This design comes from an exercise in tuning for small area, a short achievable clock period and few clock cycles on the open sky130 flow, not from production work.
At most, simulation tests tie the RTL to the original design; equivalence was not proved.
Power figures rest on the tool's default switching activity, not on a simulated workload.

==> trial 66 <==
==> flow/design.v <==
`timescale 1ns / 1ps
module div32(
    input clk,
    input rst,
    input start,
    input [31:0] dividend,
    input [31:0] divisor,
    output [31:0] quotient,
    output [31:0] remainder,
    output reg finish
);
reg [31:0] r;       
reg [31:0] q;       
reg [31:0] d;       
reg [4:0]  za;      
reg [5:0]  j;       
reg        norm;    
reg        iter;    
assign quotient  = q;
assign remainder = r;
function [5:0] lzc32;
    input [31:0] x;
    reg [15:0] v1; reg [15:0] c1;
    reg [7:0]  v2; reg [15:0] c2;
    reg [3:0]  v3; reg [11:0] c3;
    reg [1:0]  v4; reg [7:0]  c4;
    integer i;
    begin
        for (i = 0; i < 16; i = i + 1) begin
            v1[i] = x[2*i+1] | x[2*i];
            c1[i] = ~x[2*i+1];
        end
        for (i = 0; i < 8; i = i + 1) begin
            v2[i] = v1[2*i+1] | v1[2*i];
            c2[2*i+:2] = v1[2*i+1] ? {1'b0, c1[2*i+1]} : {1'b1, c1[2*i]};
        end
        for (i = 0; i < 4; i = i + 1) begin
            v3[i] = v2[2*i+1] | v2[2*i];
            c3[3*i+:3] = v2[2*i+1] ? {1'b0, c2[2*(2*i+1)+:2]} : {1'b1, c2[2*(2*i)+:2]};
        end
        for (i = 0; i < 2; i = i + 1) begin
            v4[i] = v3[2*i+1] | v3[2*i];
            c4[4*i+:4] = v3[2*i+1] ? {1'b0, c3[3*(2*i+1)+:3]} : {1'b1, c3[3*(2*i)+:3]};
        end
        lzc32 = {~(v4[1] | v4[0]), v4[1] ? {1'b0, c4[7:4]} : {1'b1, c4[3:0]}};
    end
endfunction
wire [5:0] la = lzc32(dividend);
wire [5:0] lb = lzc32(divisor);
wire [4:0] sp = j[4:0] ^ ~za;
wire [4:0] sg = j[4:0] & ~za;
wire [5:0] sc;                                    
assign sc[0] = 1'b1;
assign sc[1] = sg[0] | sp[0];
assign sc[2] = sg[1] | (sp[1] & sg[0]) | (sp[1] & sp[0]);
assign sc[3] = sg[2] | (sp[2] & sg[1]) | (sp[2] & sp[1] & sg[0]) | (sp[2] & sp[1] & sp[0]);
assign sc[4] = sg[3] | (sp[3] & sg[2]) | (sp[3] & sp[2] & sg[1]) | (sp[3] & sp[2] & sp[1] & sg[0])
             | (sp[3] & sp[2] & sp[1] & sp[0]);
assign sc[5] = sg[4] | (sp[4] & sg[3]) | (sp[4] & sp[3] & sg[2]) | (sp[4] & sp[3] & sp[2] & sg[1])
             | (sp[4] & sp[3] & sp[2] & sp[1] & sg[0]) | (sp[4] & sp[3] & sp[2] & sp[1] & sp[0]);
wire [5:0] sh   = {~sc[5], sp ^ sc[4:0]};
wire       triv = j[5] | sh[5];                   
wire [31:0] kp = r ^ ~d;
wire [31:0] kg = r & ~d;
wire kC_0 = r[0] | ~d[0];
wire kC_1 = kg[1] | (kp[1] & r[0]) | (kp[1] & ~d[0]);
wire kG0_3 = kg[3] | (kp[3] & kg[2]);
wire kP0_3 = kp[3] & kp[2];
wire kG0_5 = kg[5] | (kp[5] & kg[4]);
wire kP0_5 = kp[5] & kp[4];
wire kG0_7 = kg[7] | (kp[7] & kg[6]);
wire kP0_7 = kp[7] & kp[6];
wire kG0_9 = kg[9] | (kp[9] & kg[8]);
wire kP0_9 = kp[9] & kp[8];
wire kG0_11 = kg[11] | (kp[11] & kg[10]);
wire kP0_11 = kp[11] & kp[10];
wire kG0_13 = kg[13] | (kp[13] & kg[12]);
wire kP0_13 = kp[13] & kp[12];
wire kG0_15 = kg[15] | (kp[15] & kg[14]);
wire kP0_15 = kp[15] & kp[14];
wire kG0_17 = kg[17] | (kp[17] & kg[16]);
wire kP0_17 = kp[17] & kp[16];
wire kG0_19 = kg[19] | (kp[19] & kg[18]);
wire kP0_19 = kp[19] & kp[18];
wire kG0_21 = kg[21] | (kp[21] & kg[20]);
wire kP0_21 = kp[21] & kp[20];
wire kG0_23 = kg[23] | (kp[23] & kg[22]);
wire kP0_23 = kp[23] & kp[22];
wire kG0_25 = kg[25] | (kp[25] & kg[24]);
wire kP0_25 = kp[25] & kp[24];
wire kG0_27 = kg[27] | (kp[27] & kg[26]);
wire kP0_27 = kp[27] & kp[26];
wire kG0_29 = kg[29] | (kp[29] & kg[28]);
wire kP0_29 = kp[29] & kp[28];
wire kG0_31 = kg[31] | (kp[31] & kg[30]);
wire kP0_31 = kp[31] & kp[30];
wire kQ_2 = kg[2] | (kp[2] & kg[1]);
wire kR_2 = kp[2] & kp[1];
wire kC_2 = kQ_2 | (kR_2 & kC_0);
wire kG1_3 = kG0_3 | (kP0_3 & kC_1);
wire kG1_6 = kg[6] | (kp[6] & kG0_5);
wire kP1_6 = kp[6] & kP0_5;
wire kG1_7 = kG0_7 | (kP0_7 & kG0_5);
wire kP1_7 = kP0_7 & kP0_5;
wire kG1_10 = kg[10] | (kp[10] & kG0_9);
wire kP1_10 = kp[10] & kP0_9;
wire kG1_11 = kG0_11 | (kP0_11 & kG0_9);
wire kP1_11 = kP0_11 & kP0_9;
wire kG1_14 = kg[14] | (kp[14] & kG0_13);
wire kP1_14 = kp[14] & kP0_13;
wire kG1_15 = kG0_15 | (kP0_15 & kG0_13);
wire kP1_15 = kP0_15 & kP0_13;
wire kG1_18 = kg[18] | (kp[18] & kG0_17);
wire kP1_18 = kp[18] & kP0_17;
wire kG1_19 = kG0_19 | (kP0_19 & kG0_17);
wire kP1_19 = kP0_19 & kP0_17;
wire kG1_22 = kg[22] | (kp[22] & kG0_21);
wire kP1_22 = kp[22] & kP0_21;
wire kG1_23 = kG0_23 | (kP0_23 & kG0_21);
wire kP1_23 = kP0_23 & kP0_21;
wire kG1_26 = kg[26] | (kp[26] & kG0_25);
wire kP1_26 = kp[26] & kP0_25;
wire kG1_27 = kG0_27 | (kP0_27 & kG0_25);
wire kP1_27 = kP0_27 & kP0_25;
wire kG1_30 = kg[30] | (kp[30] & kG0_29);
wire kP1_30 = kp[30] & kP0_29;
wire kG1_31 = kG0_31 | (kP0_31 & kG0_29);
wire kP1_31 = kP0_31 & kP0_29;
wire kQ_4 = kg[4] | (kp[4] & kg[3]);
wire kR_4 = kp[4] & kp[3];
wire kC_4 = kQ_4 | (kR_4 & kC_2);
wire kG2_5 = kG0_5 | (kP0_5 & kG1_3);
wire kG2_6 = kG1_6 | (kP1_6 & kG1_3);
wire kG2_7 = kG1_7 | (kP1_7 & kG1_3);
wire kG2_12 = kg[12] | (kp[12] & kG1_11);
wire kP2_12 = kp[12] & kP1_11;
wire kG2_13 = kG0_13 | (kP0_13 & kG1_11);
wire kP2_13 = kP0_13 & kP1_11;
wire kG2_14 = kG1_14 | (kP1_14 & kG1_11);
wire kP2_14 = kP1_14 & kP1_11;
wire kG2_15 = kG1_15 | (kP1_15 & kG1_11);
wire kP2_15 = kP1_15 & kP1_11;
wire kG2_20 = kg[20] | (kp[20] & kG1_19);
wire kP2_20 = kp[20] & kP1_19;
wire kG2_21 = kG0_21 | (kP0_21 & kG1_19);
wire kP2_21 = kP0_21 & kP1_19;
wire kG2_22 = kG1_22 | (kP1_22 & kG1_19);
wire kP2_22 = kP1_22 & kP1_19;
wire kG2_23 = kG1_23 | (kP1_23 & kG1_19);
wire kP2_23 = kP1_23 & kP1_19;
wire kG2_28 = kg[28] | (kp[28] & kG1_27);
wire kP2_28 = kp[28] & kP1_27;
wire kG2_29 = kG0_29 | (kP0_29 & kG1_27);
wire kP2_29 = kP0_29 & kP1_27;
wire kG2_30 = kG1_30 | (kP1_30 & kG1_27);
wire kP2_30 = kP1_30 & kP1_27;
wire kG2_31 = kG1_31 | (kP1_31 & kG1_27);
wire kP2_31 = kP1_31 & kP1_27;
wire kQ_8 = kg[8] | (kp[8] & kg[7]);
wire kR_8 = kp[8] & kp[7];
wire kC_8 = kQ_8 | (kR_8 & kG2_6);
wire kG3_9 = kG0_9 | (kP0_9 & kG2_7);
wire kG3_10 = kG1_10 | (kP1_10 & kG2_7);
wire kG3_11 = kG1_11 | (kP1_11 & kG2_7);
wire kG3_12 = kG2_12 | (kP2_12 & kG2_7);
wire kG3_13 = kG2_13 | (kP2_13 & kG2_7);
wire kG3_14 = kG2_14 | (kP2_14 & kG2_7);
wire kG3_15 = kG2_15 | (kP2_15 & kG2_7);
wire kG3_24 = kg[24] | (kp[24] & kG2_23);
wire kP3_24 = kp[24] & kP2_23;
wire kG3_25 = kG0_25 | (kP0_25 & kG2_23);
wire kP3_25 = kP0_25 & kP2_23;
wire kG3_26 = kG1_26 | (kP1_26 & kG2_23);
wire kP3_26 = kP1_26 & kP2_23;
wire kG3_27 = kG1_27 | (kP1_27 & kG2_23);
wire kP3_27 = kP1_27 & kP2_23;
wire kG3_28 = kG2_28 | (kP2_28 & kG2_23);
wire kP3_28 = kP2_28 & kP2_23;
wire kG3_29 = kG2_29 | (kP2_29 & kG2_23);
wire kP3_29 = kP2_29 & kP2_23;
wire kG3_30 = kG2_30 | (kP2_30 & kG2_23);
wire kP3_30 = kP2_30 & kP2_23;
wire kG3_31 = kG2_31 | (kP2_31 & kG2_23);
wire kP3_31 = kP2_31 & kP2_23;
wire kQ_16 = kg[16] | (kp[16] & kg[15]);
wire kR_16 = kp[16] & kp[15];
wire kC_16 = kQ_16 | (kR_16 & kG3_14);
wire kG4_17 = kG0_17 | (kP0_17 & kG3_15);
wire kG4_18 = kG1_18 | (kP1_18 & kG3_15);
wire kG4_19 = kG1_19 | (kP1_19 & kG3_15);
wire kG4_20 = kG2_20 | (kP2_20 & kG3_15);
wire kG4_21 = kG2_21 | (kP2_21 & kG3_15);
wire kG4_22 = kG2_22 | (kP2_22 & kG3_15);
wire kG4_23 = kG2_23 | (kP2_23 & kG3_15);
wire kG4_24 = kG3_24 | (kP3_24 & kG3_15);
wire kG4_25 = kG3_25 | (kP3_25 & kG3_15);
wire kG4_26 = kG3_26 | (kP3_26 & kG3_15);
wire kG4_27 = kG3_27 | (kP3_27 & kG3_15);
wire kG4_28 = kG3_28 | (kP3_28 & kG3_15);
wire kG4_29 = kG3_29 | (kP3_29 & kG3_15);
wire kG4_30 = kG3_30 | (kP3_30 & kG3_15);
wire kG4_31 = kG3_31 | (kP3_31 & kG3_15);
wire [32:0] sub;
assign sub[0] = r[0] ^ d[0];
assign sub[1] = kp[1] ^ kC_0;
assign sub[2] = kp[2] ^ kC_1;
assign sub[3] = kp[3] ^ kC_2;
assign sub[4] = kp[4] ^ kG1_3;
assign sub[5] = kp[5] ^ kC_4;
assign sub[6] = kp[6] ^ kG2_5;
assign sub[7] = kp[7] ^ kG2_6;
assign sub[8] = kp[8] ^ kG2_7;
assign sub[9] = kp[9] ^ kC_8;
assign sub[10] = kp[10] ^ kG3_9;
assign sub[11] = kp[11] ^ kG3_10;
assign sub[12] = kp[12] ^ kG3_11;
assign sub[13] = kp[13] ^ kG3_12;
assign sub[14] = kp[14] ^ kG3_13;
assign sub[15] = kp[15] ^ kG3_14;
assign sub[16] = kp[16] ^ kG3_15;
assign sub[17] = kp[17] ^ kC_16;
assign sub[18] = kp[18] ^ kG4_17;
assign sub[19] = kp[19] ^ kG4_18;
assign sub[20] = kp[20] ^ kG4_19;
assign sub[21] = kp[21] ^ kG4_20;
assign sub[22] = kp[22] ^ kG4_21;
assign sub[23] = kp[23] ^ kG4_22;
assign sub[24] = kp[24] ^ kG4_23;
assign sub[25] = kp[25] ^ kG4_24;
assign sub[26] = kp[26] ^ kG4_25;
assign sub[27] = kp[27] ^ kG4_26;
assign sub[28] = kp[28] ^ kG4_27;
assign sub[29] = kp[29] ^ kG4_28;
assign sub[30] = kp[30] ^ kG4_29;
assign sub[31] = kp[31] ^ kG4_30;
assign sub[32] = ~kG4_31;
wire        ge  = ~sub[32];
wire        take = iter & ge;
wire [31:0] flip = {32{take}} & (r ^ sub[31:0]);
always @(posedge clk or posedge rst) begin
    if (rst) begin
        finish <= 1'b0;
        norm   <= 1'b0;
        iter   <= 1'b0;
    end else if (start) begin
        finish <= 1'b0;
        norm   <= 1'b1;
        iter   <= 1'b0;
    end else if (norm) begin
        norm   <= 1'b0;
        finish <= triv;
        iter   <= ~triv;
    end else if (iter) begin
        if (j[4:0] == 5'd0) begin
            iter   <= 1'b0;
            finish <= 1'b1;
        end
    end
end
always @(posedge clk) begin
    za <= la[4:0];
    if (start) begin
        r <= dividend;
        d <= divisor;
        j <= lb;
    end else begin
        if (norm & j[5]) r <= 32'b0;      
        else             r <= r ^ flip;
        if (norm) begin
            d <= d << sh[4:0];
            j <= sh;
        end else begin
            d <= d >> 1;
            j <= j - 6'd1;
        end
    end
    if (norm)      q <= 32'b0;
    else if (iter) q <= {q[30:0], ge};
end
endmodule
==> flow/flow/run.sh <==
#!/bin/bash
# Standard layout, with plain buffers on the ports instead of the default delay-cell buffers.
set -euo pipefail
bash standard.sh BUFFER_PORTS_ARGS="-buffer_cell sky130_fd_sc_hd__buf_2" finish > standard.log 2>&1
==> flow/standard.sh <==
#!/bin/bash
# synth_recipe.tcl (not shown) runs the flow's synth.tcl, then flattens the netlist and writes it again
# the make line also repeats each setting of config.mk as NAME=value (left out here)
make -C /OpenROAD-flow-scripts/flow DESIGN_CONFIG=/design/flow/config.mk WORK_HOME=/design/flow/orfs CLKGATE_MAP_FILE= SYNTH_SCRIPT=/design/flow/synth_recipe.tcl "${@:-finish}"
==> flow/config.mk <==
export PLATFORM = sky130hd
export DESIGN_NAME = div32
export DESIGN_NICKNAME = div32
export VERILOG_FILES = /design/flow/design.v
export SDC_FILE = /design/flow/constraint.sdc
export NUM_CORES = 8
export LEC_CHECK = 0
export ABC_AREA = 1
export CAP_MARGIN = 20
export CORE_MARGIN = 2
export CORE_UTILIZATION = 40
export PLACE_DENSITY = 0.6
export SETUP_SLACK_MARGIN = 2.8
export SLEW_MARGIN = 20
==> flow/constraint.sdc <==
create_clock -name core_clock -period 5.0 [get_ports {clk}]
set_input_delay 1.0000 -clock core_clock [delete_from_list [all_inputs] [get_ports {clk}]]
set_output_delay 1.0000 -clock core_clock [all_outputs]
set_load 0.01 [all_outputs]
==> trial 80 (differences from trial 66) <==
--- a/flow/design.v
+++ b/flow/design.v
@@ -64,4 +64,5 @@
 wire [31:0] kg = r & ~d;
-wire kC_0 = r[0] | ~d[0];
-wire kC_1 = kg[1] | (kp[1] & r[0]) | (kp[1] & ~d[0]);
+wire kc1 = r[0] | ~d[0];    
+wire kG0_1 = kg[1] | (kp[1] & kc1);
+wire kP0_1 = kp[1] & kp[0];
 wire kG0_3 = kg[3] | (kp[3] & kg[2]);
@@ -96,6 +97,6 @@
 wire kP0_31 = kp[31] & kp[30];
-wire kQ_2 = kg[2] | (kp[2] & kg[1]);
-wire kR_2 = kp[2] & kp[1];
-wire kC_2 = kQ_2 | (kR_2 & kC_0);
-wire kG1_3 = kG0_3 | (kP0_3 & kC_1);
+wire kG1_2 = kg[2] | (kp[2] & kG0_1);
+wire kP1_2 = kp[2] & kP0_1;
+wire kG1_3 = kG0_3 | (kP0_3 & kG0_1);
+wire kP1_3 = kP0_3 & kP0_1;
 wire kG1_6 = kg[6] | (kp[6] & kG0_5);
@@ -128,8 +129,10 @@
 wire kP1_31 = kP0_31 & kP0_29;
-wire kQ_4 = kg[4] | (kp[4] & kg[3]);
-wire kR_4 = kp[4] & kp[3];
-wire kC_4 = kQ_4 | (kR_4 & kC_2);
+wire kG2_4 = kg[4] | (kp[4] & kG1_3);
+wire kP2_4 = kp[4] & kP1_3;
 wire kG2_5 = kG0_5 | (kP0_5 & kG1_3);
+wire kP2_5 = kP0_5 & kP1_3;
 wire kG2_6 = kG1_6 | (kP1_6 & kG1_3);
+wire kP2_6 = kP1_6 & kP1_3;
 wire kG2_7 = kG1_7 | (kP1_7 & kG1_3);
+wire kP2_7 = kP1_7 & kP1_3;
 wire kG2_12 = kg[12] | (kp[12] & kG1_11);
@@ -158,12 +161,18 @@
 wire kP2_31 = kP1_31 & kP1_27;
-wire kQ_8 = kg[8] | (kp[8] & kg[7]);
-wire kR_8 = kp[8] & kp[7];
-wire kC_8 = kQ_8 | (kR_8 & kG2_6);
+wire kG3_8 = kg[8] | (kp[8] & kG2_7);
+wire kP3_8 = kp[8] & kP2_7;
 wire kG3_9 = kG0_9 | (kP0_9 & kG2_7);
+wire kP3_9 = kP0_9 & kP2_7;
 wire kG3_10 = kG1_10 | (kP1_10 & kG2_7);
+wire kP3_10 = kP1_10 & kP2_7;
 wire kG3_11 = kG1_11 | (kP1_11 & kG2_7);
+wire kP3_11 = kP1_11 & kP2_7;
 wire kG3_12 = kG2_12 | (kP2_12 & kG2_7);
+wire kP3_12 = kP2_12 & kP2_7;
 wire kG3_13 = kG2_13 | (kP2_13 & kG2_7);
+wire kP3_13 = kP2_13 & kP2_7;
 wire kG3_14 = kG2_14 | (kP2_14 & kG2_7);
+wire kP3_14 = kP2_14 & kP2_7;
 wire kG3_15 = kG2_15 | (kP2_15 & kG2_7);
+wire kP3_15 = kP2_15 & kP2_7;
 wire kG3_24 = kg[24] | (kp[24] & kG2_23);
@@ -184,27 +193,41 @@
 wire kP3_31 = kP2_31 & kP2_23;
-wire kQ_16 = kg[16] | (kp[16] & kg[15]);
-wire kR_16 = kp[16] & kp[15];
-wire kC_16 = kQ_16 | (kR_16 & kG3_14);
+wire kG4_16 = kg[16] | (kp[16] & kG3_15);
+wire kP4_16 = kp[16] & kP3_15;
 wire kG4_17 = kG0_17 | (kP0_17 & kG3_15);
+wire kP4_17 = kP0_17 & kP3_15;
 wire kG4_18 = kG1_18 | (kP1_18 & kG3_15);
+wire kP4_18 = kP1_18 & kP3_15;
 wire kG4_19 = kG1_19 | (kP1_19 & kG3_15);
+wire kP4_19 = kP1_19 & kP3_15;
 wire kG4_20 = kG2_20 | (kP2_20 & kG3_15);
+wire kP4_20 = kP2_20 & kP3_15;
 wire kG4_21 = kG2_21 | (kP2_21 & kG3_15);
+wire kP4_21 = kP2_21 & kP3_15;
 wire kG4_22 = kG2_22 | (kP2_22 & kG3_15);
+wire kP4_22 = kP2_22 & kP3_15;
 wire kG4_23 = kG2_23 | (kP2_23 & kG3_15);
+wire kP4_23 = kP2_23 & kP3_15;
 wire kG4_24 = kG3_24 | (kP3_24 & kG3_15);
+wire kP4_24 = kP3_24 & kP3_15;
 wire kG4_25 = kG3_25 | (kP3_25 & kG3_15);
+wire kP4_25 = kP3_25 & kP3_15;
 wire kG4_26 = kG3_26 | (kP3_26 & kG3_15);
+wire kP4_26 = kP3_26 & kP3_15;
 wire kG4_27 = kG3_27 | (kP3_27 & kG3_15);
+wire kP4_27 = kP3_27 & kP3_15;
 wire kG4_28 = kG3_28 | (kP3_28 & kG3_15);
+wire kP4_28 = kP3_28 & kP3_15;
 wire kG4_29 = kG3_29 | (kP3_29 & kG3_15);
+wire kP4_29 = kP3_29 & kP3_15;
 wire kG4_30 = kG3_30 | (kP3_30 & kG3_15);
+wire kP4_30 = kP3_30 & kP3_15;
 wire kG4_31 = kG3_31 | (kP3_31 & kG3_15);
+wire kP4_31 = kP3_31 & kP3_15;
 wire [32:0] sub;
-assign sub[0] = r[0] ^ d[0];
-assign sub[1] = kp[1] ^ kC_0;
-assign sub[2] = kp[2] ^ kC_1;
-assign sub[3] = kp[3] ^ kC_2;
+assign sub[0] = ~(r[0] ^ ~d[0]);
+assign sub[1] = kp[1] ^ ~(~r[0] & d[0]);
+assign sub[2] = kp[2] ^ kG0_1;
+assign sub[3] = kp[3] ^ kG1_2;
 assign sub[4] = kp[4] ^ kG1_3;
-assign sub[5] = kp[5] ^ kC_4;
+assign sub[5] = kp[5] ^ kG2_4;
 assign sub[6] = kp[6] ^ kG2_5;
@@ -212,3 +235,3 @@
 assign sub[8] = kp[8] ^ kG2_7;
-assign sub[9] = kp[9] ^ kC_8;
+assign sub[9] = kp[9] ^ kG3_8;
 assign sub[10] = kp[10] ^ kG3_9;
@@ -220,3 +243,3 @@
 assign sub[16] = kp[16] ^ kG3_15;
-assign sub[17] = kp[17] ^ kC_16;
+assign sub[17] = kp[17] ^ kG4_16;
 assign sub[18] = kp[18] ^ kG4_17;
@@ -276,3 +299,3 @@
     end
-    if (norm)      q <= 32'b0;
+    if (start)     q <= 32'b0;
     else if (iter) q <= {q[30:0], ge};
SETUP_SLACK_MARGIN = 3.0   (was 2.8)
==> trial 40 (differences from trial 66) <==
--- a/flow/design.v
+++ b/flow/design.v
@@ -64,4 +64,5 @@
 wire [31:0] kg = r & ~d;
-wire kC_0 = r[0] | ~d[0];
-wire kC_1 = kg[1] | (kp[1] & r[0]) | (kp[1] & ~d[0]);
+wire kc1 = r[0] | ~d[0];    
+wire kG0_1 = kg[1] | (kp[1] & kc1);
+wire kP0_1 = kp[1] & kp[0];
 wire kG0_3 = kg[3] | (kp[3] & kg[2]);
@@ -96,6 +97,6 @@
 wire kP0_31 = kp[31] & kp[30];
-wire kQ_2 = kg[2] | (kp[2] & kg[1]);
-wire kR_2 = kp[2] & kp[1];
-wire kC_2 = kQ_2 | (kR_2 & kC_0);
-wire kG1_3 = kG0_3 | (kP0_3 & kC_1);
+wire kG1_2 = kg[2] | (kp[2] & kG0_1);
+wire kP1_2 = kp[2] & kP0_1;
+wire kG1_3 = kG0_3 | (kP0_3 & kG0_1);
+wire kP1_3 = kP0_3 & kP0_1;
 wire kG1_6 = kg[6] | (kp[6] & kG0_5);
@@ -128,8 +129,10 @@
 wire kP1_31 = kP0_31 & kP0_29;
-wire kQ_4 = kg[4] | (kp[4] & kg[3]);
-wire kR_4 = kp[4] & kp[3];
-wire kC_4 = kQ_4 | (kR_4 & kC_2);
+wire kG2_4 = kg[4] | (kp[4] & kG1_3);
+wire kP2_4 = kp[4] & kP1_3;
 wire kG2_5 = kG0_5 | (kP0_5 & kG1_3);
+wire kP2_5 = kP0_5 & kP1_3;
 wire kG2_6 = kG1_6 | (kP1_6 & kG1_3);
+wire kP2_6 = kP1_6 & kP1_3;
 wire kG2_7 = kG1_7 | (kP1_7 & kG1_3);
+wire kP2_7 = kP1_7 & kP1_3;
 wire kG2_12 = kg[12] | (kp[12] & kG1_11);
@@ -158,12 +161,18 @@
 wire kP2_31 = kP1_31 & kP1_27;
-wire kQ_8 = kg[8] | (kp[8] & kg[7]);
-wire kR_8 = kp[8] & kp[7];
-wire kC_8 = kQ_8 | (kR_8 & kG2_6);
+wire kG3_8 = kg[8] | (kp[8] & kG2_7);
+wire kP3_8 = kp[8] & kP2_7;
 wire kG3_9 = kG0_9 | (kP0_9 & kG2_7);
+wire kP3_9 = kP0_9 & kP2_7;
 wire kG3_10 = kG1_10 | (kP1_10 & kG2_7);
+wire kP3_10 = kP1_10 & kP2_7;
 wire kG3_11 = kG1_11 | (kP1_11 & kG2_7);
+wire kP3_11 = kP1_11 & kP2_7;
 wire kG3_12 = kG2_12 | (kP2_12 & kG2_7);
+wire kP3_12 = kP2_12 & kP2_7;
 wire kG3_13 = kG2_13 | (kP2_13 & kG2_7);
+wire kP3_13 = kP2_13 & kP2_7;
 wire kG3_14 = kG2_14 | (kP2_14 & kG2_7);
+wire kP3_14 = kP2_14 & kP2_7;
 wire kG3_15 = kG2_15 | (kP2_15 & kG2_7);
+wire kP3_15 = kP2_15 & kP2_7;
 wire kG3_24 = kg[24] | (kp[24] & kG2_23);
@@ -184,27 +193,41 @@
 wire kP3_31 = kP2_31 & kP2_23;
-wire kQ_16 = kg[16] | (kp[16] & kg[15]);
-wire kR_16 = kp[16] & kp[15];
-wire kC_16 = kQ_16 | (kR_16 & kG3_14);
+wire kG4_16 = kg[16] | (kp[16] & kG3_15);
+wire kP4_16 = kp[16] & kP3_15;
 wire kG4_17 = kG0_17 | (kP0_17 & kG3_15);
+wire kP4_17 = kP0_17 & kP3_15;
 wire kG4_18 = kG1_18 | (kP1_18 & kG3_15);
+wire kP4_18 = kP1_18 & kP3_15;
 wire kG4_19 = kG1_19 | (kP1_19 & kG3_15);
+wire kP4_19 = kP1_19 & kP3_15;
 wire kG4_20 = kG2_20 | (kP2_20 & kG3_15);
+wire kP4_20 = kP2_20 & kP3_15;
 wire kG4_21 = kG2_21 | (kP2_21 & kG3_15);
+wire kP4_21 = kP2_21 & kP3_15;
 wire kG4_22 = kG2_22 | (kP2_22 & kG3_15);
+wire kP4_22 = kP2_22 & kP3_15;
 wire kG4_23 = kG2_23 | (kP2_23 & kG3_15);
+wire kP4_23 = kP2_23 & kP3_15;
 wire kG4_24 = kG3_24 | (kP3_24 & kG3_15);
+wire kP4_24 = kP3_24 & kP3_15;
 wire kG4_25 = kG3_25 | (kP3_25 & kG3_15);
+wire kP4_25 = kP3_25 & kP3_15;
 wire kG4_26 = kG3_26 | (kP3_26 & kG3_15);
+wire kP4_26 = kP3_26 & kP3_15;
 wire kG4_27 = kG3_27 | (kP3_27 & kG3_15);
+wire kP4_27 = kP3_27 & kP3_15;
 wire kG4_28 = kG3_28 | (kP3_28 & kG3_15);
+wire kP4_28 = kP3_28 & kP3_15;
 wire kG4_29 = kG3_29 | (kP3_29 & kG3_15);
+wire kP4_29 = kP3_29 & kP3_15;
 wire kG4_30 = kG3_30 | (kP3_30 & kG3_15);
+wire kP4_30 = kP3_30 & kP3_15;
 wire kG4_31 = kG3_31 | (kP3_31 & kG3_15);
+wire kP4_31 = kP3_31 & kP3_15;
 wire [32:0] sub;
-assign sub[0] = r[0] ^ d[0];
-assign sub[1] = kp[1] ^ kC_0;
-assign sub[2] = kp[2] ^ kC_1;
-assign sub[3] = kp[3] ^ kC_2;
+assign sub[0] = ~(r[0] ^ ~d[0]);
+assign sub[1] = kp[1] ^ ~(~r[0] & d[0]);
+assign sub[2] = kp[2] ^ kG0_1;
+assign sub[3] = kp[3] ^ kG1_2;
 assign sub[4] = kp[4] ^ kG1_3;
-assign sub[5] = kp[5] ^ kC_4;
+assign sub[5] = kp[5] ^ kG2_4;
 assign sub[6] = kp[6] ^ kG2_5;
@@ -212,3 +235,3 @@
 assign sub[8] = kp[8] ^ kG2_7;
-assign sub[9] = kp[9] ^ kC_8;
+assign sub[9] = kp[9] ^ kG3_8;
 assign sub[10] = kp[10] ^ kG3_9;
@@ -220,3 +243,3 @@
 assign sub[16] = kp[16] ^ kG3_15;
-assign sub[17] = kp[17] ^ kC_16;
+assign sub[17] = kp[17] ^ kG4_16;
 assign sub[18] = kp[18] ^ kG4_17;
@@ -276,3 +299,3 @@
     end
-    if (norm)      q <= 32'b0;
+    if (start)     q <= 32'b0;
     else if (iter) q <= {q[30:0], ge};
==> notes.md <==
Between trial 66 and trial 80, the lower synthesized area is in trial 66 (gap about 1.7%, measured against trial 80). Sequential share of layout area: trial 66 > trial 40 > trial 80. Clock power, lowest first: trial 40, trial 80, trial 66. Utilization: trial 80 > trial 66 > trial 40. Global-route usage, highest first: trial 80, trial 40, trial 66. In count of clock-buffer cells in the layout, trial 80 and trial 40 do not differ. Combinational power: trial 66 < trial 40 < trial 80. In sequential power, trial 80 and trial 66 hardly differ. Register-to-register slack: trial 66 < trial 80 < trial 40.
Testbench counts of trial 80, summed over its fixed seeds: cycles 47,977.
Testbench counts of trial 40, summed over its fixed seeds: cycles 47,977.
No functional check of the RTL was part of trial 66.

[separate check: timing with driven ports]
The flow's constraints put no driver on any port. The routed layouts listed below were extracted and timed again, unchanged, in two steps.
Step 1, drivers: a clkbuf_16 drives clk and a buf_2 each remaining input, both assumed.
Step 2 moves the port delays by t, midway between the first and last clock arrival at a register: inputs arrive t later, outputs are due t later. That takes back most of the time a late clock gives input paths.
Slacks: ideal ports / drivers / drivers and shift; pairs: ideal ports / drivers.
run	t, ns	slack for setup (ns)	slew at the worst register clock pin (ns)
trial 66	0.424	2.611 / 2.611 / 2.424	0.10 / 0.10
trial 80	0.412	2.638 / 2.638 / 2.538	0.09 / 0.09
trial 40	0.413	2.724 / 2.724 / 2.485	0.09 / 0.09
After both steps setup and hold are still met in every run listed. The setup slack of trial 40, which loses most, moves by 0.000 ns with the drivers and by -0.239 ns with both steps.
